This is an optimization exercise on Yosys and OpenROAD, whose aim is small area, a short achievable clock period and few clock cycles, not a production implementation.
For this run, only the layout was checked, not whether the RTL still works.

==> flow/design.v <==
module ceiling_counter #(
  parameter int Width      = 8,
  parameter int HasCeiling = 1
) (
  input  logic             clk_i,
  input  logic             rst_ni,        
  input  logic             tick_i,
  input  logic             clear_i,       
  input  logic [Width-1:0] ceiling_i,
  output logic [Width-1:0] count_o,
  output logic             last_value_o
);
  always_ff @(posedge clk_i or negedge rst_ni) begin
    if (!rst_ni) begin
      count_o <= '0;
    end else if (clear_i) begin
      count_o <= '0;
    end else if (tick_i) begin
      if (HasCeiling) begin
        if (count_o < (ceiling_i - 1'b1))
          count_o <= count_o + 1'b1;
        else count_o <= '0;
      end else begin
        count_o <= count_o + 1'b1;
      end
    end
  end
  always_comb begin
    if (HasCeiling) begin
      last_value_o = (count_o == (ceiling_i - 1'b1)) && tick_i;
    end else begin
      last_value_o = (&count_o) && tick_i;
    end
  end
endmodule
module register_chain #(
  parameter int Depth     = 3,
  parameter int DataWidth = 8
)(
  input  logic                     clk_i,
  input  logic                     rst_ni,
  input  logic [DataWidth-1:0]     data_in_i,
  output logic [DataWidth-1:0]     data_out_o
);
  logic [DataWidth-1:0] registers [0:Depth-1];
  always_ff @(posedge clk_i or negedge rst_ni) begin
    if (!rst_ni) begin
      for (int i = 0; i < Depth; i++) begin
        registers[i] <= '0;
      end
    end else begin
      registers[0] <= data_in_i;
      for (int i = 1; i < Depth; i++) begin
        registers[i] <= registers[i-1];
      end
    end
  end
  assign data_out_o = registers[Depth-1];
endmodule
module general_mac_pe #(
  parameter int unsigned AccWidth = 23
) (
  input  logic                clk_i,
  input  logic [3:0]          a_one_i,   
  input  logic [3:0]          a_two_i,
  input  logic [3:0]          a_neg_i,
  input  logic [7:0]          b_i,
  input  logic                clr_i,
  output logic [AccWidth-1:0] acc_s_o,
  output logic [AccWidth-1:0] acc_c_o
);
  logic [AccWidth-1:0] acc_s_q, acc_c_q, acc_sg, acc_cg, row0, row1;
  assign acc_sg = clr_i ? '0 : acc_s_q;
  assign acc_cg = clr_i ? '0 : acc_c_q;
  logic s1, c2, s3, c4, s5, c6, s7, c8, s9, c10, s11, c12, s13, c14, s15, c16, s17, c18, s19, c20, s21, c22, s23, c24, s25, c26, s27, c28, s29, c30, s31, c32, s33, c34, s35, c36, s37, c38, s39, c40, s41, c42, s43, c44, s45, c46, s47, c48, s49, c50, s51, c52, s53, c54, s55, c56, s57, c58, s59, c60, s61, c62, s63, c64, s65, c66, s67, c68, s69, c70, s71, c72, s73, c74, s75, c76, s77, c78, s79, c80, s81, c82, s83, c84, s85, c86, s87, c88, s89, c90, s91, c92, s93, c94, s95, c96, s97, c98, s99, c100, s101, c102, s103, c104, s105, c106, s107, c108, s109, c110, s111, c112, s113, c114, s115, c116, s117, c118, s119, c120, s121, c122, s123, c124, s125, c126, s127, c128, s129, c130, s131, c132, s133, c134, s135, c136, s137, c138, s139, c140;
  assign s1 = a_neg_i[3] ^ acc_sg[6];
  assign c2 = a_neg_i[3] & acc_sg[6];
  assign s3 = acc_sg[7] ^ acc_cg[7];
  assign c4 = acc_sg[7] & acc_cg[7];
  assign s5 = 1'b1 ^ acc_sg[8] ^ acc_cg[8];
  assign c6 = (1'b1 & acc_sg[8]) | (1'b1 & acc_cg[8]) | (acc_sg[8] & acc_cg[8]);
  assign s7 = 1'b1 ^ acc_sg[9];
  assign c8 = 1'b1 & acc_sg[9];
  assign s9 = a_neg_i[1] ^ acc_sg[2];
  assign c10 = a_neg_i[1] & acc_sg[2];
  assign s11 = acc_sg[3] ^ acc_cg[3];
  assign c12 = acc_sg[3] & acc_cg[3];
  assign s13 = a_neg_i[2] ^ acc_sg[4] ^ acc_cg[4];
  assign c14 = (a_neg_i[2] & acc_sg[4]) | (a_neg_i[2] & acc_cg[4]) | (acc_sg[4] & acc_cg[4]);
  assign s15 = (((a_one_i[0] & b_i[4]) | (a_two_i[0] & b_i[3])) ^ a_neg_i[0]) ^ (((a_one_i[1] & b_i[2]) | (a_two_i[1] & b_i[1])) ^ a_neg_i[1]);
  assign c16 = (((a_one_i[0] & b_i[4]) | (a_two_i[0] & b_i[3])) ^ a_neg_i[0]) & (((a_one_i[1] & b_i[2]) | (a_two_i[1] & b_i[1])) ^ a_neg_i[1]);
  assign s17 = acc_sg[5] ^ acc_cg[5] ^ (((a_one_i[0] & b_i[5]) | (a_two_i[0] & b_i[4])) ^ a_neg_i[0]);
  assign c18 = (acc_sg[5] & acc_cg[5]) | (acc_sg[5] & (((a_one_i[0] & b_i[5]) | (a_two_i[0] & b_i[4])) ^ a_neg_i[0])) | (acc_cg[5] & (((a_one_i[0] & b_i[5]) | (a_two_i[0] & b_i[4])) ^ a_neg_i[0]));
  assign s19 = (((a_one_i[1] & b_i[3]) | (a_two_i[1] & b_i[2])) ^ a_neg_i[1]) ^ (((a_one_i[2] & b_i[1]) | (a_two_i[2] & b_i[0])) ^ a_neg_i[2]);
  assign c20 = (((a_one_i[1] & b_i[3]) | (a_two_i[1] & b_i[2])) ^ a_neg_i[1]) & (((a_one_i[2] & b_i[1]) | (a_two_i[2] & b_i[0])) ^ a_neg_i[2]);
  assign s21 = acc_cg[6] ^ (((a_one_i[0] & b_i[6]) | (a_two_i[0] & b_i[5])) ^ a_neg_i[0]) ^ (((a_one_i[1] & b_i[4]) | (a_two_i[1] & b_i[3])) ^ a_neg_i[1]);
  assign c22 = (acc_cg[6] & (((a_one_i[0] & b_i[6]) | (a_two_i[0] & b_i[5])) ^ a_neg_i[0])) | (acc_cg[6] & (((a_one_i[1] & b_i[4]) | (a_two_i[1] & b_i[3])) ^ a_neg_i[1])) | ((((a_one_i[0] & b_i[6]) | (a_two_i[0] & b_i[5])) ^ a_neg_i[0]) & (((a_one_i[1] & b_i[4]) | (a_two_i[1] & b_i[3])) ^ a_neg_i[1]));
  assign s23 = (((a_one_i[2] & b_i[2]) | (a_two_i[2] & b_i[1])) ^ a_neg_i[2]) ^ ((a_one_i[3] & b_i[0]) ^ a_neg_i[3]) ^ s1;
  assign c24 = ((((a_one_i[2] & b_i[2]) | (a_two_i[2] & b_i[1])) ^ a_neg_i[2]) & ((a_one_i[3] & b_i[0]) ^ a_neg_i[3])) | ((((a_one_i[2] & b_i[2]) | (a_two_i[2] & b_i[1])) ^ a_neg_i[2]) & s1) | (((a_one_i[3] & b_i[0]) ^ a_neg_i[3]) & s1);
  assign s25 = (((a_one_i[0] & b_i[7]) | (a_two_i[0] & b_i[6])) ^ a_neg_i[0]) ^ (((a_one_i[1] & b_i[5]) | (a_two_i[1] & b_i[4])) ^ a_neg_i[1]) ^ (((a_one_i[2] & b_i[3]) | (a_two_i[2] & b_i[2])) ^ a_neg_i[2]);
  assign c26 = ((((a_one_i[0] & b_i[7]) | (a_two_i[0] & b_i[6])) ^ a_neg_i[0]) & (((a_one_i[1] & b_i[5]) | (a_two_i[1] & b_i[4])) ^ a_neg_i[1])) | ((((a_one_i[0] & b_i[7]) | (a_two_i[0] & b_i[6])) ^ a_neg_i[0]) & (((a_one_i[2] & b_i[3]) | (a_two_i[2] & b_i[2])) ^ a_neg_i[2])) | ((((a_one_i[1] & b_i[5]) | (a_two_i[1] & b_i[4])) ^ a_neg_i[1]) & (((a_one_i[2] & b_i[3]) | (a_two_i[2] & b_i[2])) ^ a_neg_i[2]));
  assign s27 = (((a_one_i[3] & b_i[1]) | (a_two_i[3] & b_i[0])) ^ a_neg_i[3]) ^ s3 ^ c2;
  assign c28 = ((((a_one_i[3] & b_i[1]) | (a_two_i[3] & b_i[0])) ^ a_neg_i[3]) & s3) | ((((a_one_i[3] & b_i[1]) | (a_two_i[3] & b_i[0])) ^ a_neg_i[3]) & c2) | (s3 & c2);
  assign s29 = ~(((a_one_i[0] | a_two_i[0]) & b_i[7]) ^ a_neg_i[0]) ^ (((a_one_i[1] & b_i[6]) | (a_two_i[1] & b_i[5])) ^ a_neg_i[1]) ^ (((a_one_i[2] & b_i[4]) | (a_two_i[2] & b_i[3])) ^ a_neg_i[2]);
  assign c30 = (~(((a_one_i[0] | a_two_i[0]) & b_i[7]) ^ a_neg_i[0]) & (((a_one_i[1] & b_i[6]) | (a_two_i[1] & b_i[5])) ^ a_neg_i[1])) | (~(((a_one_i[0] | a_two_i[0]) & b_i[7]) ^ a_neg_i[0]) & (((a_one_i[2] & b_i[4]) | (a_two_i[2] & b_i[3])) ^ a_neg_i[2])) | ((((a_one_i[1] & b_i[6]) | (a_two_i[1] & b_i[5])) ^ a_neg_i[1]) & (((a_one_i[2] & b_i[4]) | (a_two_i[2] & b_i[3])) ^ a_neg_i[2]));
  assign s31 = (((a_one_i[3] & b_i[2]) | (a_two_i[3] & b_i[1])) ^ a_neg_i[3]) ^ c4 ^ s5;
  assign c32 = ((((a_one_i[3] & b_i[2]) | (a_two_i[3] & b_i[1])) ^ a_neg_i[3]) & c4) | ((((a_one_i[3] & b_i[2]) | (a_two_i[3] & b_i[1])) ^ a_neg_i[3]) & s5) | (c4 & s5);
  assign s33 = acc_cg[9] ^ (((a_one_i[1] & b_i[7]) | (a_two_i[1] & b_i[6])) ^ a_neg_i[1]) ^ (((a_one_i[2] & b_i[5]) | (a_two_i[2] & b_i[4])) ^ a_neg_i[2]);
  assign c34 = (acc_cg[9] & (((a_one_i[1] & b_i[7]) | (a_two_i[1] & b_i[6])) ^ a_neg_i[1])) | (acc_cg[9] & (((a_one_i[2] & b_i[5]) | (a_two_i[2] & b_i[4])) ^ a_neg_i[2])) | ((((a_one_i[1] & b_i[7]) | (a_two_i[1] & b_i[6])) ^ a_neg_i[1]) & (((a_one_i[2] & b_i[5]) | (a_two_i[2] & b_i[4])) ^ a_neg_i[2]));
  assign s35 = (((a_one_i[3] & b_i[3]) | (a_two_i[3] & b_i[2])) ^ a_neg_i[3]) ^ s7 ^ c6;
  assign c36 = ((((a_one_i[3] & b_i[3]) | (a_two_i[3] & b_i[2])) ^ a_neg_i[3]) & s7) | ((((a_one_i[3] & b_i[3]) | (a_two_i[3] & b_i[2])) ^ a_neg_i[3]) & c6) | (s7 & c6);
  assign s37 = acc_sg[10] ^ acc_cg[10] ^ ~(((a_one_i[1] | a_two_i[1]) & b_i[7]) ^ a_neg_i[1]);
  assign c38 = (acc_sg[10] & acc_cg[10]) | (acc_sg[10] & ~(((a_one_i[1] | a_two_i[1]) & b_i[7]) ^ a_neg_i[1])) | (acc_cg[10] & ~(((a_one_i[1] | a_two_i[1]) & b_i[7]) ^ a_neg_i[1]));
  assign s39 = (((a_one_i[2] & b_i[6]) | (a_two_i[2] & b_i[5])) ^ a_neg_i[2]) ^ (((a_one_i[3] & b_i[4]) | (a_two_i[3] & b_i[3])) ^ a_neg_i[3]) ^ c8;
  assign c40 = ((((a_one_i[2] & b_i[6]) | (a_two_i[2] & b_i[5])) ^ a_neg_i[2]) & (((a_one_i[3] & b_i[4]) | (a_two_i[3] & b_i[3])) ^ a_neg_i[3])) | ((((a_one_i[2] & b_i[6]) | (a_two_i[2] & b_i[5])) ^ a_neg_i[2]) & c8) | ((((a_one_i[3] & b_i[4]) | (a_two_i[3] & b_i[3])) ^ a_neg_i[3]) & c8);
  assign s41 = 1'b1 ^ acc_sg[11] ^ acc_cg[11];
  assign c42 = (1'b1 & acc_sg[11]) | (1'b1 & acc_cg[11]) | (acc_sg[11] & acc_cg[11]);
  assign s43 = (((a_one_i[2] & b_i[7]) | (a_two_i[2] & b_i[6])) ^ a_neg_i[2]) ^ (((a_one_i[3] & b_i[5]) | (a_two_i[3] & b_i[4])) ^ a_neg_i[3]);
  assign c44 = (((a_one_i[2] & b_i[7]) | (a_two_i[2] & b_i[6])) ^ a_neg_i[2]) & (((a_one_i[3] & b_i[5]) | (a_two_i[3] & b_i[4])) ^ a_neg_i[3]);
  assign s45 = acc_sg[12] ^ acc_cg[12] ^ ~(((a_one_i[2] | a_two_i[2]) & b_i[7]) ^ a_neg_i[2]);
  assign c46 = (acc_sg[12] & acc_cg[12]) | (acc_sg[12] & ~(((a_one_i[2] | a_two_i[2]) & b_i[7]) ^ a_neg_i[2])) | (acc_cg[12] & ~(((a_one_i[2] | a_two_i[2]) & b_i[7]) ^ a_neg_i[2]));
  assign s47 = 1'b1 ^ acc_sg[13];
  assign c48 = 1'b1 & acc_sg[13];
  assign s49 = a_neg_i[0] ^ acc_sg[0];
  assign c50 = a_neg_i[0] & acc_sg[0];
  assign s51 = acc_sg[1] ^ acc_cg[1];
  assign c52 = acc_sg[1] & acc_cg[1];
  assign s53 = acc_cg[2] ^ (((a_one_i[0] & b_i[2]) | (a_two_i[0] & b_i[1])) ^ a_neg_i[0]) ^ ((a_one_i[1] & b_i[0]) ^ a_neg_i[1]);
  assign c54 = (acc_cg[2] & (((a_one_i[0] & b_i[2]) | (a_two_i[0] & b_i[1])) ^ a_neg_i[0])) | (acc_cg[2] & ((a_one_i[1] & b_i[0]) ^ a_neg_i[1])) | ((((a_one_i[0] & b_i[2]) | (a_two_i[0] & b_i[1])) ^ a_neg_i[0]) & ((a_one_i[1] & b_i[0]) ^ a_neg_i[1]));
  assign s55 = (((a_one_i[0] & b_i[3]) | (a_two_i[0] & b_i[2])) ^ a_neg_i[0]) ^ (((a_one_i[1] & b_i[1]) | (a_two_i[1] & b_i[0])) ^ a_neg_i[1]) ^ s11;
  assign c56 = ((((a_one_i[0] & b_i[3]) | (a_two_i[0] & b_i[2])) ^ a_neg_i[0]) & (((a_one_i[1] & b_i[1]) | (a_two_i[1] & b_i[0])) ^ a_neg_i[1])) | ((((a_one_i[0] & b_i[3]) | (a_two_i[0] & b_i[2])) ^ a_neg_i[0]) & s11) | ((((a_one_i[1] & b_i[1]) | (a_two_i[1] & b_i[0])) ^ a_neg_i[1]) & s11);
  assign s57 = ((a_one_i[2] & b_i[0]) ^ a_neg_i[2]) ^ c12 ^ s15;
  assign c58 = (((a_one_i[2] & b_i[0]) ^ a_neg_i[2]) & c12) | (((a_one_i[2] & b_i[0]) ^ a_neg_i[2]) & s15) | (c12 & s15);
  assign s59 = s19 ^ c14 ^ c16;
  assign c60 = (s19 & c14) | (s19 & c16) | (c14 & c16);
  assign s61 = c20 ^ c18 ^ s21;
  assign c62 = (c20 & c18) | (c20 & s21) | (c18 & s21);
  assign s63 = c22 ^ s25 ^ c24;
  assign c64 = (c22 & s25) | (c22 & c24) | (s25 & c24);
  assign s65 = c26 ^ s29 ^ c28;
  assign c66 = (c26 & s29) | (c26 & c28) | (s29 & c28);
  assign s67 = c30 ^ s33 ^ s35;
  assign c68 = (c30 & s33) | (c30 & s35) | (s33 & s35);
  assign s69 = c34 ^ s37 ^ s39;
  assign c70 = (c34 & s37) | (c34 & s39) | (s37 & s39);
  assign s71 = s43 ^ s41 ^ c38;
  assign c72 = (s43 & s41) | (s43 & c38) | (s41 & c38);
  assign s73 = (((a_one_i[3] & b_i[6]) | (a_two_i[3] & b_i[5])) ^ a_neg_i[3]) ^ c42 ^ c44;
  assign c74 = ((((a_one_i[3] & b_i[6]) | (a_two_i[3] & b_i[5])) ^ a_neg_i[3]) & c42) | ((((a_one_i[3] & b_i[6]) | (a_two_i[3] & b_i[5])) ^ a_neg_i[3]) & c44) | (c42 & c44);
  assign s75 = acc_cg[13] ^ (((a_one_i[3] & b_i[7]) | (a_two_i[3] & b_i[6])) ^ a_neg_i[3]) ^ s47;
  assign c76 = (acc_cg[13] & (((a_one_i[3] & b_i[7]) | (a_two_i[3] & b_i[6])) ^ a_neg_i[3])) | (acc_cg[13] & s47) | ((((a_one_i[3] & b_i[7]) | (a_two_i[3] & b_i[6])) ^ a_neg_i[3]) & s47);
  assign s77 = acc_sg[14] ^ acc_cg[14] ^ ~(((a_one_i[3] | a_two_i[3]) & b_i[7]) ^ a_neg_i[3]);
  assign c78 = (acc_sg[14] & acc_cg[14]) | (acc_sg[14] & ~(((a_one_i[3] | a_two_i[3]) & b_i[7]) ^ a_neg_i[3])) | (acc_cg[14] & ~(((a_one_i[3] | a_two_i[3]) & b_i[7]) ^ a_neg_i[3]));
  assign s79 = 1'b1 ^ acc_sg[15];
  assign c80 = 1'b1 & acc_sg[15];
  assign s81 = 1'b1 ^ acc_sg[16];
  assign c82 = 1'b1 & acc_sg[16];
  assign s83 = 1'b1 ^ acc_sg[17];
  assign c84 = 1'b1 & acc_sg[17];
  assign s85 = 1'b1 ^ acc_sg[18];
  assign c86 = 1'b1 & acc_sg[18];
  assign s87 = 1'b1 ^ acc_sg[19];
  assign c88 = 1'b1 & acc_sg[19];
  assign s89 = 1'b1 ^ acc_sg[20];
  assign c90 = 1'b1 & acc_sg[20];
  assign s91 = 1'b1 ^ acc_sg[21];
  assign c92 = 1'b1 & acc_sg[21];
  assign s93 = 1'b1 ^ acc_sg[22];
  assign c94 = 1'b1 & acc_sg[22];
  assign s95 = acc_cg[0] ^ ((a_one_i[0] & b_i[0]) ^ a_neg_i[0]);
  assign c96 = acc_cg[0] & ((a_one_i[0] & b_i[0]) ^ a_neg_i[0]);
  assign s97 = (((a_one_i[0] & b_i[1]) | (a_two_i[0] & b_i[0])) ^ a_neg_i[0]) ^ s51 ^ c50;
  assign c98 = ((((a_one_i[0] & b_i[1]) | (a_two_i[0] & b_i[0])) ^ a_neg_i[0]) & s51) | ((((a_one_i[0] & b_i[1]) | (a_two_i[0] & b_i[0])) ^ a_neg_i[0]) & c50) | (s51 & c50);
  assign s99 = s9 ^ c52 ^ s53;
  assign c100 = (s9 & c52) | (s9 & s53) | (c52 & s53);
  assign s101 = c10 ^ c54 ^ s55;
  assign c102 = (c10 & c54) | (c10 & s55) | (c54 & s55);
  assign s103 = s13 ^ c56 ^ s57;
  assign c104 = (s13 & c56) | (s13 & s57) | (c56 & s57);
  assign s105 = s17 ^ c58 ^ s59;
  assign c106 = (s17 & c58) | (s17 & s59) | (c58 & s59);
  assign s107 = s23 ^ c60 ^ s61;
  assign c108 = (s23 & c60) | (s23 & s61) | (c60 & s61);
  assign s109 = s27 ^ c62 ^ s63;
  assign c110 = (s27 & c62) | (s27 & s63) | (c62 & s63);
  assign s111 = s31 ^ c64 ^ s65;
  assign c112 = (s31 & c64) | (s31 & s65) | (c64 & s65);
  assign s113 = c32 ^ c66 ^ s67;
  assign c114 = (c32 & c66) | (c32 & s67) | (c66 & s67);
  assign s115 = c36 ^ s69 ^ c68;
  assign c116 = (c36 & s69) | (c36 & c68) | (s69 & c68);
  assign s117 = c40 ^ s71 ^ c70;
  assign c118 = (c40 & s71) | (c40 & c70) | (s71 & c70);
  assign s119 = s45 ^ s73 ^ c72;
  assign c120 = (s45 & s73) | (s45 & c72) | (s73 & c72);
  assign s121 = c46 ^ s75 ^ c74;
  assign c122 = (c46 & s75) | (c46 & c74) | (s75 & c74);
  assign s123 = c48 ^ s77 ^ c76;
  assign c124 = (c48 & s77) | (c48 & c76) | (s77 & c76);
  assign s125 = acc_cg[15] ^ s79 ^ c78;
  assign c126 = (acc_cg[15] & s79) | (acc_cg[15] & c78) | (s79 & c78);
  assign s127 = acc_cg[16] ^ s81 ^ c80;
  assign c128 = (acc_cg[16] & s81) | (acc_cg[16] & c80) | (s81 & c80);
  assign s129 = acc_cg[17] ^ s83 ^ c82;
  assign c130 = (acc_cg[17] & s83) | (acc_cg[17] & c82) | (s83 & c82);
  assign s131 = acc_cg[18] ^ s85 ^ c84;
  assign c132 = (acc_cg[18] & s85) | (acc_cg[18] & c84) | (s85 & c84);
  assign s133 = acc_cg[19] ^ s87 ^ c86;
  assign c134 = (acc_cg[19] & s87) | (acc_cg[19] & c86) | (s87 & c86);
  assign s135 = acc_cg[20] ^ s89 ^ c88;
  assign c136 = (acc_cg[20] & s89) | (acc_cg[20] & c88) | (s89 & c88);
  assign s137 = acc_cg[21] ^ s91 ^ c90;
  assign c138 = (acc_cg[21] & s91) | (acc_cg[21] & c90) | (s91 & c90);
  assign s139 = acc_cg[22] ^ s93 ^ c92;
  assign c140 = (acc_cg[22] & s93) | (acc_cg[22] & c92) | (s93 & c92);
  assign row0 = {s139, s137, s135, s133, s131, s129, s127, s125, s123, s121, s119, s117, s115, s113, s111, s109, s107, s105, s103, s101, s99, s97, s49};
  assign row1 = {c138, c136, c134, c132, c130, c128, c126, c124, c122, c120, c118, c116, c114, c112, c110, c108, c106, c104, c102, c100, c98, c96, s95};
  always_ff @(posedge clk_i) begin
    acc_s_q <= row0;
    acc_c_q <= row1;
  end
  assign acc_s_o = acc_s_q;
  assign acc_c_o = acc_c_q;
endmodule
module gemm_systolic_array_top #(
  parameter int unsigned NumRows     = 4,
  parameter int unsigned NumCols     = 8,
  parameter int unsigned InDataWidth = 8,
  parameter int unsigned AccWidth    = 23
) (
  input  logic                                        clk_i,
  input  logic [NumRows-1:0][3:0]                     a_one_i,   
  input  logic [NumRows-1:0][3:0]                     a_two_i,
  input  logic [NumRows-1:0][3:0]                     a_neg_i,
  input  logic [NumCols-1:0][InDataWidth-1:0]         b_i,
  input  logic                                        clr_i,
  output logic [NumRows-1:0][NumCols-1:0][AccWidth-1:0] acc_s_o,
  output logic [NumRows-1:0][NumCols-1:0][AccWidth-1:0] acc_c_o
);
  for (genvar r = 0; r < NumRows; r++) begin : gen_row
    for (genvar c = 0; c < NumCols; c++) begin : gen_col
      general_mac_pe #(
        .AccWidth ( AccWidth )
      ) i_pe (
        .clk_i ( clk_i       ),
        .a_one_i ( a_one_i[r] ),
        .a_two_i ( a_two_i[r] ),
        .a_neg_i ( a_neg_i[r] ),
        .b_i   ( b_i[c]      ),
        .clr_i ( clr_i       ),
        .acc_s_o ( acc_s_o[r][c] ),
        .acc_c_o ( acc_c_o[r][c] )
      );
    end
  end
endmodule
module gemm_accelerator_top_nxnxn #(
  parameter int unsigned InDataWidth      = 8,
  parameter int unsigned OutDataWidth     = 32,
  parameter int unsigned AddrWidth        = 16,
  parameter int unsigned SizeAddrWidth    = 8,
  parameter int unsigned NumKernels       = 2,
  parameter int unsigned NumParallelLanes = 4
) (
  input  logic                            clk_i,
  input  logic                            rst_ni,
  input  logic                            start_i,
  output logic                            done_o,
  input  logic        [SizeAddrWidth-1:0] M_size_i,
  input  logic        [SizeAddrWidth-1:0] K_size_i,
  input  logic        [SizeAddrWidth-1:0] N_size_i,
  output logic        [    AddrWidth-1:0] sram_a_addr_o,
  output logic        [    AddrWidth-1:0] sram_b_addr_o,
  output logic        [    AddrWidth-1:0] sram_c_addr_o,
  input  logic signed [InDataWidth*NumParallelLanes-1:0]              sram_a_rdata_i,
  input  logic signed [InDataWidth*NumKernels*NumParallelLanes-1:0]   sram_b_rdata_i,
  output logic signed [OutDataWidth*NumKernels*NumParallelLanes-1:0]  sram_c_wdata_o,
  output logic                            sram_c_we_o
);
  localparam int unsigned NumRows  = NumParallelLanes;
  localparam int unsigned NumCols  = NumKernels * NumParallelLanes;
  localparam int unsigned AccWidth = 23;
  localparam int unsigned AW_A     = 14;   
  localparam int unsigned AW_B     = 13;   
  localparam int unsigned AW_C     = 13;   
  logic [5:0] mq_q;    
  logic [4:0] nq_q;    
  logic [7:0] k_q;
  always_ff @(posedge clk_i) begin
    mq_q <= M_size_i[7:2];
    nq_q <= N_size_i[7:3];
    k_q  <= K_size_i;
  end
  logic            issuing_q;    
  logic [1:0]      gap_q;        
  logic [7:0]      kc_q;         
  logic [5:0]      mb_q;         
  logic [4:0]      nb_q;         
  logic [AW_A-1:0] a_addr_q;
  logic [AW_B-1:0] b_addr_q;
  logic iv, ifirst, ilast, tile_wrap, op_last;
  logic [5:0] mb_inc;
  logic [4:0] nb_inc;
  assign mb_inc    = mb_q + 6'd1;
  assign nb_inc    = nb_q + 5'd1;
  assign iv        = issuing_q && (gap_q == 2'd0);
  assign ilast     = iv && (kc_q == 8'd1);
  assign tile_wrap = (nb_inc == nq_q);
  assign op_last   = tile_wrap && (mb_inc == mq_q);
  logic first_q;   
  assign ifirst = iv && first_q;
  always_ff @(posedge clk_i or negedge rst_ni) begin
    if (!rst_ni) begin
      issuing_q <= 1'b0;
      gap_q     <= 2'd0;
      first_q   <= 1'b0;
    end else begin
      if (start_i) begin
        issuing_q <= 1'b1;
        gap_q     <= 2'd0;
        first_q   <= 1'b1;
      end else if (issuing_q) begin
        if (gap_q != 2'd0) gap_q <= gap_q - 2'd1;
        else if (ilast) begin
          gap_q   <= 2'd3;
          first_q <= 1'b1;
          if (op_last) issuing_q <= 1'b0;
        end else begin
          first_q <= 1'b0;
        end
      end
    end
  end
  always_ff @(posedge clk_i) begin
    if (start_i) begin
      kc_q     <= K_size_i;
      mb_q     <= '0;
      nb_q     <= '0;
      a_addr_q <= '0;
      b_addr_q <= '0;
    end else if (iv) begin
      if (ilast) begin
        kc_q <= k_q;
        if (tile_wrap) begin
          nb_q     <= '0;
          mb_q     <= mb_inc;
          a_addr_q <= AW_A'(mb_inc);
          b_addr_q <= '0;
        end else begin
          nb_q     <= nb_inc;
          a_addr_q <= AW_A'(mb_q);
          b_addr_q <= AW_B'(nb_inc);
        end
      end else begin
        kc_q     <= kc_q - 8'd1;
        a_addr_q <= a_addr_q + AW_A'(mq_q);
        b_addr_q <= b_addr_q + AW_B'(nq_q);
      end
    end
  end
  assign sram_a_addr_o = AddrWidth'(a_addr_q);
  assign sram_b_addr_o = AddrWidth'(b_addr_q);
  logic [NumRows-1:0][3:0] a_one, a_two, a_neg;
  always_comb begin
    for (int r = 0; r < NumRows; r++) begin
      for (int i = 0; i < 4; i++) begin
        logic x2, x1, x0;
        x2 = sram_a_rdata_i[8*r + 2*i + 1];
        x1 = sram_a_rdata_i[8*r + 2*i];
        x0 = (i == 0) ? 1'b0 : sram_a_rdata_i[8*r + 2*i - 1];
        a_one[r][i] = iv & (x1 ^ x0);
        a_two[r][i] = iv & ((x2 & ~x1 & ~x0) | (~x2 & x1 & x0));
        a_neg[r][i] = iv & x2;
      end
    end
  end
  logic [NumRows-1:0][3:0] op_one_q, op_two_q, op_neg_q;
  logic [NumCols-1:0][InDataWidth-1:0] op_b_q;
  always_ff @(posedge clk_i) begin
    op_one_q <= a_one;
    op_two_q <= a_two;
    op_neg_q <= a_neg;
    op_b_q   <= sram_b_rdata_i;
  end
  logic f1_q, l1_q, w1_q, e1_q;
  logic f2_q, l2_q, w2_q, e2_q;
  always_ff @(posedge clk_i or negedge rst_ni) begin
    if (!rst_ni) begin
      f1_q <= 1'b0; l1_q <= 1'b0; w1_q <= 1'b0; e1_q <= 1'b0;
      f2_q <= 1'b0; l2_q <= 1'b0; w2_q <= 1'b0; e2_q <= 1'b0;
    end else begin
      f1_q <= ifirst;
      l1_q <= ilast;
      w1_q <= ilast && tile_wrap;
      e1_q <= ilast && op_last;
      f2_q <= f1_q;
      l2_q <= l1_q;
      w2_q <= w1_q;
      e2_q <= e1_q;
    end
  end
  logic [NumRows-1:0][NumCols-1:0][AccWidth-1:0] acc_s, acc_c;
  gemm_systolic_array_top #(
    .NumRows     ( NumRows     ),
    .NumCols     ( NumCols     ),
    .InDataWidth ( InDataWidth ),
    .AccWidth    ( AccWidth    )
  ) i_array (
    .clk_i   ( clk_i  ),
    .a_one_i ( op_one_q ),
    .a_two_i ( op_two_q ),
    .a_neg_i ( op_neg_q ),
    .b_i     ( op_b_q ),
    .clr_i   ( f1_q   ),
    .acc_s_o ( acc_s  ),
    .acc_c_o ( acc_c  )
  );
  logic            cap_q;
  logic [1:0]      row_q;
  logic            cwrap_q, cend_q;
  logic            we_q;
  logic [1:0]      wrow_q;
  logic            wrap_q, end_q;
  logic [AW_C-1:0] c_addr_q, c_base_q;
  logic [NumCols-1:0][AccWidth-1:0] wd_q;
  always_ff @(posedge clk_i or negedge rst_ni) begin
    if (!rst_ni) begin
      cap_q   <= 1'b0;
      row_q   <= 2'd0;
      cwrap_q <= 1'b0;
      cend_q  <= 1'b0;
      we_q    <= 1'b0;
      wrow_q  <= 2'd0;
      wrap_q  <= 1'b0;
      end_q   <= 1'b0;
    end else begin
      if (l1_q) begin
        cap_q   <= 1'b1;
        row_q   <= 2'd0;
        cwrap_q <= w1_q;
        cend_q  <= e1_q;
      end else if (cap_q) begin
        row_q <= row_q + 2'd1;
        if (row_q == 2'd3) begin
          cap_q  <= 1'b0;
          cend_q <= 1'b0;
        end
      end
      we_q   <= cap_q;
      wrow_q <= row_q;
      wrap_q <= cwrap_q;
      end_q  <= cend_q;
    end
  end
  logic [NumRows-1:0] rsel_q;
  always_ff @(posedge clk_i) begin
    if (l1_q)       rsel_q <= 4'b0001;
    else if (cap_q) rsel_q <= {rsel_q[2:0], 1'b0};
  end
  logic [NumCols-1:0][AccWidth-1:0] s_row, c_row;
  always_comb begin
    s_row = '0;
    c_row = '0;
    for (int r = 0; r < NumRows; r++) begin
      s_row |= acc_s[r] & {(NumCols*AccWidth){rsel_q[r]}};
      c_row |= acc_c[r] & {(NumCols*AccWidth){rsel_q[r]}};
    end
  end
  always_ff @(posedge clk_i) begin
    for (int c = 0; c < NumCols; c++) begin
      wd_q[c] <= s_row[c] + c_row[c];
    end
  end
  always_ff @(posedge clk_i) begin
    if (start_i) begin
      c_addr_q <= '0;
      c_base_q <= '0;
    end else if (we_q) begin
      if (wrow_q == 2'd3) begin
        if (wrap_q) begin
          c_addr_q <= c_addr_q + AW_C'(1);
          c_base_q <= c_addr_q + AW_C'(1);
        end else begin
          c_addr_q <= c_base_q + AW_C'(1);
          c_base_q <= c_base_q + AW_C'(1);
        end
      end else begin
        c_addr_q <= c_addr_q + AW_C'(nq_q);
      end
    end
  end
  assign sram_c_we_o   = we_q;
  assign sram_c_addr_o = AddrWidth'(c_addr_q);
  assign done_o        = we_q && end_q && (wrow_q == 2'd3);
  always_comb begin
    for (int c = 0; c < NumCols; c++) begin
      sram_c_wdata_o[c*OutDataWidth +: OutDataWidth] =
        OutDataWidth'($signed(wd_q[c]));
    end
  end
endmodule
==> flow/run.sh <==
#!/bin/bash
# synth_recipe.tcl (not shown) runs the flow's synth.tcl, then flattens the netlist and writes it again
# the make line also repeats each setting of config.mk as NAME=value (left out here)
make -C /OpenROAD-flow-scripts/flow DESIGN_CONFIG=/design/flow/config.mk WORK_HOME=/design/flow/orfs CLKGATE_MAP_FILE= SYNTH_SCRIPT=/design/flow/synth_recipe.tcl finish
==> flow/config.mk <==
export PLATFORM = sky130hd
export DESIGN_NAME = gemm_accelerator_top_nxnxn
export DESIGN_NICKNAME = gemm_accelerator_top_nxnxn
export VERILOG_FILES = /design/flow/design.v
export SDC_FILE = /design/flow/constraint.sdc
export NUM_CORES = 4
export LEC_CHECK = 0
export CAP_MARGIN = 20
export CORE_MARGIN = 2
export CORE_UTILIZATION = 60
export PLACE_DENSITY = 0.7
export SLEW_MARGIN = 20
==> flow/constraint.sdc <==
create_clock -name core_clock -period 10.0 [get_ports {clk_i}]
set_input_delay 2.0000 -clock core_clock [delete_from_list [all_inputs] [get_ports {clk_i}]]
set_output_delay 2.0000 -clock core_clock [all_outputs]
set_load 0.01 [all_outputs]
==> summary.txt <==
outcome complete, no violations; fraction of registers with async set/reset 0.957%; Area Overhead vs Synth 9.27%; die width 469 um; Fin. Hold Viols 0; delay-heaviest family, CP buffers and inverters; CP Cell Sequence buf_4 > buf_4 > a22oi_1 > nand2_1 > ha_1 > and3_1 > o211ai_1 > o21ba_2 > o41ai_4 > nand2_2 > a311oi_2 > xnor2_1; first-pass GRT wire length 578 mm; TritonCTS Buffers 206; max-cap check violation count 0; hpwl dp 243 mm; vias per cell 5.91; # resized after CTS 0; setup tns final 0 ps; share of layout cells above drive strength 1 4.68%; # DRC 0; Max-slew headroom 6.82%; Synth area leader dfxtp_1; initial antenna violation count 8; WP data arrival 5920 ps; Buf/Inv on CP 2; Syn Inst Count 13,100; RSZ-0062 raised after global routing no; nets@finish 15,100; CTS tree done; Cell variety after synth 92; CTS root buf clkbuf_16; post-route insts no fill 15,900; most instantiated library cell after synthesis dfxtp_1; Clk pin slew, worst setup/hold paths 60 ps; top cells by count, synth dfxtp_1 (1,855), inv_1 (1,699), a22oi_1 (1,601); latest clock arrival within the worst-skew pair 890 ps; CP most frequent cell buf_4; Max clock buf depth 3; CP Class flip-flop to flip-flop; setup repair bufs after CTS 0; Syn Area/Cell 9.89 um^2; critical path capture point type flip-flop; core area 215,000 um^2; total track usage 34.1%; Max Clock Freq 195 MHz; number of DRC violations after detailed-routing iteration 0 8,374; post-synthesis register bit count 1,881; number of warnings issued by yosys 2; DP Area 135,000 um^2; fillers 17,000; Buffers on Ports 415; Post-Route WL 372 mm; via count 94,000; final instance area 142,000 um^2; Slew Limit Fails 0; Tcrit/Tclk final 51.3%; Slew @ Worst Pin 1400 ps; CP Launch Type flip-flop; row cnt 170; Ports 429; Hold Buf Count CTS 0; placed insts 15,500; number of flops mapped to enable cells by yosys 8; clock sinks 1,881; Seq/Total Area, Yosys 29.2%; Setup Skew 40.5 ps; CP Max Fanout 80; die area 220,000 um^2; die height 469 um; Req. time, crit path 10,790 ps; GPL Wtd Cong 0.884; delay of the slowest cell on the worst path 950 ps; Final Util 66.0%; H-tree depth 4; minimum clock period 5130 ps; Netlist Area Pre-Place 130,000 um^2; Pre-antenna DRT Iters 8; Initial Util 60.4%; Overflow after GRT 0; slowest cell on the critical path buf_4; setup violators final 0; WL/cell 23.4 um; post-synth top area share 28.6%; Most used DFF post-synth dfxtp_1; Hold Path Class flip-flop to flip-flop; largest net degree at the start of global routing 255; Routed Antenna Nets 0; top cells by area, synth dfxtp_1 (29%), fa_1 (23%), a22oi_1 (9.3%); vias in the first global route 99,300
## cells in the final DEF (no fill, tap or decap), types with 17 or more instances in the layout
cell | netlist | final
a21o_1 | 86 | 86
bufinv_16 | 0 | 21
and3_1 | 56 | 56
nand2_1 | 793 | 792
inv_1 | 1699 | 1699
dfxtp_4 | 0 | 33
a22oi_1 | 1601 | 1601
fa_1 | 1515 | 1515
nor2b_1 | 732 | 732
a21oi_1 | 202 | 202
nor2_1 | 175 | 175
o21bai_1 | 30 | 30
dfrtp_1 | 18 | 17
clkinv_2 | 1 | 46
a221oi_1 | 18 | 18
clkbuf_16 | 0 | 206
nor3_1 | 30 | 30
a31oi_1 | 26 | 26
buf_4 | 85 | 119
clkbuf_8 | 0 | 44
clkbuf_1 | 716 | 44
nand2b_1 | 759 | 759
dfxtp_1 | 1855 | 1772
or2_2 | 23 | 23
dfxtp_2 | 0 | 50
ha_1 | 583 | 583
o21ai_0 | 109 | 109
xor2_1 | 320 | 320
mux2i_1 | 21 | 21
a211oi_1 | 34 | 34
nand3_1 | 43 | 43
o21a_1 | 26 | 26
xnor2_1 | 1112 | 1112
clkdlybuf4s50_1 | 0 | 414
## final cells by class
class / instances / area, um^2 / area share, %
diodes: 7 / 17.5 / 0.0124
clock buffers: 294 / 5930 / 4.18
clock inverters: 92 / 1200 / 0.847
inverters: 1704 / 6400 / 4.51
multi-input cells: 8532 / 81400 / 57.4
flip-flops and latches: 1881 / 38000 / 26.8
well taps: 2838 / 3550 / 2.51
repair buffers: 542 / 5200 / 3.67
## routing by layer
layer | track usage [%] | up-vias | share of wire [%]
li1 | - | 41600 | -
met1 | 44.8 | 47100 | 40
met2 | 53.6 | 4391 | 46
met3 | 7.92 | 897 | 9.8
met4 | 15.3 | 2 | 4.9
met5 | 0 | - | 0.0038
## final timing paths
path	end	slack, ps	from	cells after the start
worst max register to register	wd_q[137]	4870	rsel_q[2]	12
worst max-delay path	wd_q[137]	4870	rsel_q[2]	12
min in group asynchronous	issuing_q	1610	rst_ni	1
max in group asynchronous	f1_q	7760	rst_ni	1
worst min register to register	end_q	380	cend_q	0
worst min-delay path	end_q	380	cend_q	0
## per-stage QoR
step | hold slack (ps) | worst slack (ps)
finish | 381 | 4870
global route | 392 | 4730
detailed placement | 365 | 5060
floorplan | 348 | 6290
global placement | 364 | 5090
CTS | 384 | 4990
## kinds of logic after synthesis
| group | share of synthesized area [%] |
|---|---|
| adder cells (fa/ha/maj) | 29.0 |
| AO/OA/AOI/OAI | 12.7 |
| other | 0.00289 |
| AND/OR/NAND/NOR | 11.2 |
| XOR/XNOR | 9.71 |
| buffers and inverters | 8.09 |
| multiplexers | 0.197 |
| flip-flops | 29.2 |
## flip-flops by register name, indices dropped and copies added, names as in the netlist, 13 cells and up
name,count
i_array.gen_row.gen_col.i_pe.acc_c_q,736
i_array.gen_row.gen_col.i_pe.acc_s_q,736
wd_q,184
op_b_q,64
op_neg_q,16
op_one_q,16
op_two_q,16
a_addr_q,14
b_addr_q,13
c_addr_q,13
c_base_q,13

-- what the ideal ports hide --
The flow's constraints put no driver on any port. The routed layout listed below was extracted and timed again, unchanged, in two steps.
Step 1, drivers: a clkbuf_16 drives clk_i and a buf_2 each remaining input, both assumed.
Step 2 also shifts input and output timing later by t, the mid clock arrival at the registers, as if the neighbouring blocks saw the same clock.
a / b / c = ideal ports / drivers / drivers and shift; a / b = the first two.
t, ns: 0.966
setup WS [ns]: 4.872 / 4.872 / 4.872
worst setup path at the end: register to register
clock arrival spread, ns: 0.044 / 0.045
worst slew at a driven data input, ns: 0.06
After both steps setup and hold are still met in this run. The setup slack of this run moves by 0.000 ns with the drivers and by 0.000 ns with both steps.
